Background: an optimization exercise with open tools, aiming at small area and a short achievable clock period. Do not read the settings as production practice. Function was checked by simulation only, so behaviour that the tests miss may differ from the original. No driver is modelled on the clock port, so clock power and skew are understated where the tree is cut down; a real chip needs a root buffer or a tree. Power figures rest on the tool's default switching activity, not on a simulated workload.

Setup of run 4:
Design Master, start of the top module:
module Master(SS_n,MOSI,MISO,clk,rst_n);
input MOSI,SS_n,clk,rst_n;
 output MISO;
 wire rx_valid;
wire [9:0] rx_data;
wire [7:0] tx_data;
wire tx_valid;
 SPI   s1 (clk,rst_n,MOSI,MISO,SS_n,rx_data,rx_valid,tx_data,tx_valid);
RAM_pr2  R1(clk,rst_n,rx_data,rx_valid,tx_data,tx_valid);
endmodule
For scale: about 2,800 cells after synthesis, ~5 I/O pins, about 48,000 sq um of cells after synthesis.
Settings: LEC_CHECK=0, CAP_MARGIN=20, CORE_MARGIN=2, CORE_UTILIZATION=35, CTS_CLUSTER_DIAMETER=100, CTS_CLUSTER_SIZE=30, PLACE_DENSITY=0.6, SETUP_SLACK_MARGIN=2.3, SLEW_MARGIN=20; clock period 3.7 ns.
run.sh (not shown) runs the stock make flow with config.mk's settings and CLKGATE_MAP_FILE= SYNTH_SCRIPT=/design/flow/synth_recipe.tcl, a recipe that flattens the netlist after the stock synthesis.
Run 4 was carried through to the last stage, and its layout satisfied the timing, design-rule and antenna checks.
Here is what was changed in the inputs of run 2 compared with run 4.
--- a/flow/config.mk
+++ b/flow/config.mk
@@ -13,3 +13,3 @@
 export PLACE_DENSITY = 0.6
-export SETUP_SLACK_MARGIN = 2.3
+export SETUP_SLACK_MARGIN = 2.0
 export SLEW_MARGIN = 20
==> notes.md <==
Taking run 4 as the reference point, the final wirelength of run 2 rises by about 4.3%. Final-layout setup total negative slack essentially unchanged between run 2 and run 4. [run 2] share of the final layout cell area in sequential cells rose 0.39 points relative to run 4. [compare] base=run 4 new=run 2: wire length of the first global-routing pass saw an increase, total met2 wirelength after detailed routing saw an increase, synthesis-to-layout area growth saw a decrease.

Setup of build 86:
The RTL this note starts from:
==> flow/design.v <==
module SPI (clk,rst_n,MOSI,MISO,SS_n,rx_data,rx_valid,tx_data,tx_valid);
input MOSI,SS_n,clk,rst_n;
output reg rx_valid;
output reg [9:0] rx_data;
input [7:0] tx_data;
input tx_valid;
output reg MISO;
reg chk, act, sh;
reg is_ra, is_rd;
reg rd_address_first;
reg [3:0] cnt;
wire send = act & is_rd & ~sh & tx_valid & ~cnt[3];
wire last_bit = cnt == 4'd9;
always @(posedge clk,negedge rst_n)
begin
    if(!rst_n) begin
        chk <= 1'b0;
        act <= 1'b0;
        sh <= 1'b0;
        rx_valid <= 1'b0;
        rd_address_first <= 1'b0;
        MISO <= 1'b0;
    end else begin
        chk <= ~SS_n & ~chk & ~act;
        act <= ~SS_n & (chk | act);
        sh <= ~SS_n & (chk | (sh & ~last_bit));
        rx_valid <= act & ~sh;
        if(act & is_ra)
            rd_address_first <= 1'b1;
        else if(act & is_rd)
            rd_address_first <= 1'b0;
        if(send)
            MISO <= tx_data[~cnt[2:0]];
    end
end
always @(posedge clk)
begin
    if(chk) begin
        is_ra <= MOSI & ~rd_address_first;
        is_rd <= MOSI & rd_address_first;
    end
    if(!act || (sh && last_bit))
        cnt <= 4'd0;
    else if(sh || send)
        cnt <= cnt + 4'd1;
    if(sh)
        rx_data <= {rx_data[8:0],MOSI};
end
endmodule
module RAM_pr2(clk,rst_n,din,rx_valid,dout,tx_valid);
input [9:0] din;
input rx_valid,clk,rst_n;
output [7:0] dout;
output reg tx_valid;
reg [21:0] rs;
reg [1:0] part;
reg [1:0] a10;
reg is21;
reg [7:0] cw;
reg valid;
reg [1:0] p3;         
reg [1:0] p4;         
reg match_r;
reg wbe;              
reg [7:0] rd_r;
reg rd_ok;
wire ld_addr = rx_valid & ~din[8];
wire wr = rx_valid & ~din[9] & din[8];
wire [5:0] h = din[7:2];
reg [2:0] d_hi;
reg [1:0] d_lo, d_part;
reg d_is21;
always @(*) begin
    d_is21 = 1'b0;
    if (h[1:0] != 2'd3) begin
        d_hi = {1'b0, h[5:4]}; d_lo = h[3:2]; d_part = h[1:0];
    end else if (h[3:2] != 2'd3) begin
        d_hi = 3'd4; d_lo = h[5:4]; d_part = h[3:2];
    end else if (h[5:4] != 2'd3) begin
        d_hi = 3'd5; d_lo = 2'd0; d_part = h[5:4];
    end else begin
        d_hi = 3'd5; d_lo = 2'd1; d_part = 2'd0; d_is21 = 1'b1;
    end
end
wire [1:0] p4_nx = p4 + 2'd1;
wire [1:0] p3_nx = (p4 == 2'd3) ? ((p3 == 2'd2) ? 2'd0 : p3 + 2'd1) : p3;
wire match_old = (p4_nx == a10) & (is21 | (p3_nx == part));
wire match_new = (p4_nx == din[1:0]) & (d_is21 | (p3_nx == d_part));
wire match_nx = ld_addr ? match_new : match_old;
wire fetch = rd_ok & ~valid;
wire valid_nx = wr | (~ld_addr & (valid | fetch));
assign dout = cw;
always @(posedge clk,negedge rst_n) begin
    if(!rst_n)
        tx_valid<=0;
    else if(rx_valid)
        tx_valid<=din[9]&din[8];
end
integer k;
always @(posedge clk) begin
    p4 <= p4_nx;
    p3 <= p3_nx;
    if(ld_addr) begin
        for (k = 0; k < 22; k = k + 1)
            rs[k] <= {d_hi, d_lo} == k;
        part <= d_part;
        a10 <= din[1:0];
        is21 <= d_is21;
    end
    match_r <= match_nx;
    valid <= valid_nx;
    wbe <= match_old & valid_nx;
    if(wr)
        cw <= din[7:0];
    else if(fetch)
        cw <= rd_r;
end
wire [7:0] last [0:21];
reg [7:0] rd;
integer g;
always @(*) begin
    rd = 8'd0;
    for (g = 0; g < 22; g = g + 1)
        rd = rd | ({8{rs[g]}} & last[g]);
end
always @(posedge clk) begin
    rd_r <= rd;
    rd_ok <= match_r & ~ld_addr;
end
genvar l;
generate
for (l = 0; l < 22; l = l + 1) begin : g_loop
    localparam N = (l == 21) ? 4 : 12;
    reg [8*N-1:0] w;
    wire sel = rs[l] & wbe;
    assign last[l] = w[8*N-8 +: 8];
    always @(posedge clk)
        w <= {w[8*N-9:0], sel ? cw : w[8*N-8 +: 8]};
end
endgenerate
endmodule
module Master(SS_n,MOSI,MISO,clk,rst_n);
input MOSI,SS_n,clk,rst_n;
 output MISO;
 wire rx_valid;
wire [9:0] rx_data;
wire [7:0] tx_data;
wire tx_valid;
 SPI   s1 (clk,rst_n,MOSI,MISO,SS_n,rx_data,rx_valid,tx_data,tx_valid);
RAM_pr2  R1(clk,rst_n,rx_data,rx_valid,tx_data,tx_valid);
endmodule
clock: 3.7 ns
lec_check: 0
cap_margin: 20
core_margin: 2
core_utilization: 60
cts_cluster_diameter: 100
cts_cluster_size: 30
place_density: 0.7
setup_slack_margin: 1.8
slew_margin: 20
standard.sh (not shown) runs the stock make flow with config.mk's settings and CLKGATE_MAP_FILE= SYNTH_SCRIPT=/design/flow/synth_recipe.tcl, a recipe that flattens the netlist after the stock synthesis.
==> flow/flow/run.sh <==
#!/bin/bash
# The standard layout, with the clock tree's top rebuilt after CTS
# (flow/post_cts.tcl, run by ORFS's POST_CTS_TCL hook). The ORFS run's
# output goes to standard_flow.log, its logs to orfs/logs.
set -euo pipefail
here=$(pwd)
export POST_CTS_TCL="$here/flow/post_cts.tcl"
bash standard.sh finish > "$here/standard_flow.log" 2>&1
Other scripts of this flow, unchanged in this note and not shown: flow/flow/post_cts.tcl, flow/flow/retree.tcl
Build 86 has completed all stages; timing, DRC and antenna checks passed.
Modified inputs, build 13 compared to build 86
Settings: CTS_BUF_LIST now sky130_fd_sc_hd__clkbuf_8, previously not set; ABC_AREA now 1, previously not set; CTS_CLUSTER_DIAMETER now 60, was 100; CTS_CLUSTER_SIZE now 20, was 30; SETUP_SLACK_MARGIN now 1.95, was 1.8.
Results
Summary: power, build 13 better than build 86. Taking build 86 as the reference point, the total inserted antenna cells of build 13 falls by 2. Build 13 ends up with higher proportion of power drawn by combinational gates than build 86 does. Build 86 → build 13: count of buffer and inverter cells on the critical path grew by 1; area of the die shrank by about 0.36%. Compared with build 86, build 13 shows number of nets at the end of the flow higher by about 14%. [build 13] global-route wire length before repair rose about 1.8% relative to build 86. Run comparison: build 86 worst-path cell with the longest stage delay sky130_fd_sc_hd__edfxtp_1; build 13 worst-path cell with the longest stage delay sky130_fd_sc_hd__dfrtp_1. Build 86 | status: complete | timing, DRC, antenna: pass. Build 13: all stages complete, timing, DRC and antenna checks passed. Diff build 86..build 13 | total wire length | negligible.
## Diff of input files: build 29 against build 13
Settings: SETUP_SLACK_MARGIN now 2.0, was 1.95.
Findings:
The share of the cycle needed by the critical path after routing was comparable across build 29 and build 13.
Combinational share of power: build 29 vs build 13 — no meaningful difference
| worst hold margin | build 13 vs build 29 | ≈ equal |

==> separate check: timing with driven ports <==
The results above use ideal ports. As a check the final layouts listed here were re-extracted and re-timed, cells and wires unchanged. Step 1 assumes that a clkbuf_16 drives the clock port and a buf_2 every other input. Step 2 also shifts input and output timing later by t, the mid clock arrival at the registers, as if the neighbouring blocks saw the same clock. a / b / c = no drivers / after step 1 / after step 2; a / b = the first two.
| run | t, ns | slack for setup (ns) | worst setup path at the end | worst slew at a driven data input, ns |
|---|---|---|---|---|
| run 4 | 0.736 | 1.714 / 1.651 / 1.820 | register to register | 0.04 |
| run 2 | 0.750 | 1.738 / 1.654 / 1.788 | register to register | 0.03 |
| build 86 | 0.630 | 1.887 / 1.773 / 1.887 | register to register | 0.04 |
| build 13 | 0.617 | 1.920 / 1.785 / 1.942 | register to register | 0.03 |
| build 29 | 0.617 | 1.919 / 1.785 / 2.012 | register to register | 0.03 |
After both steps setup and hold are still met in every run listed.
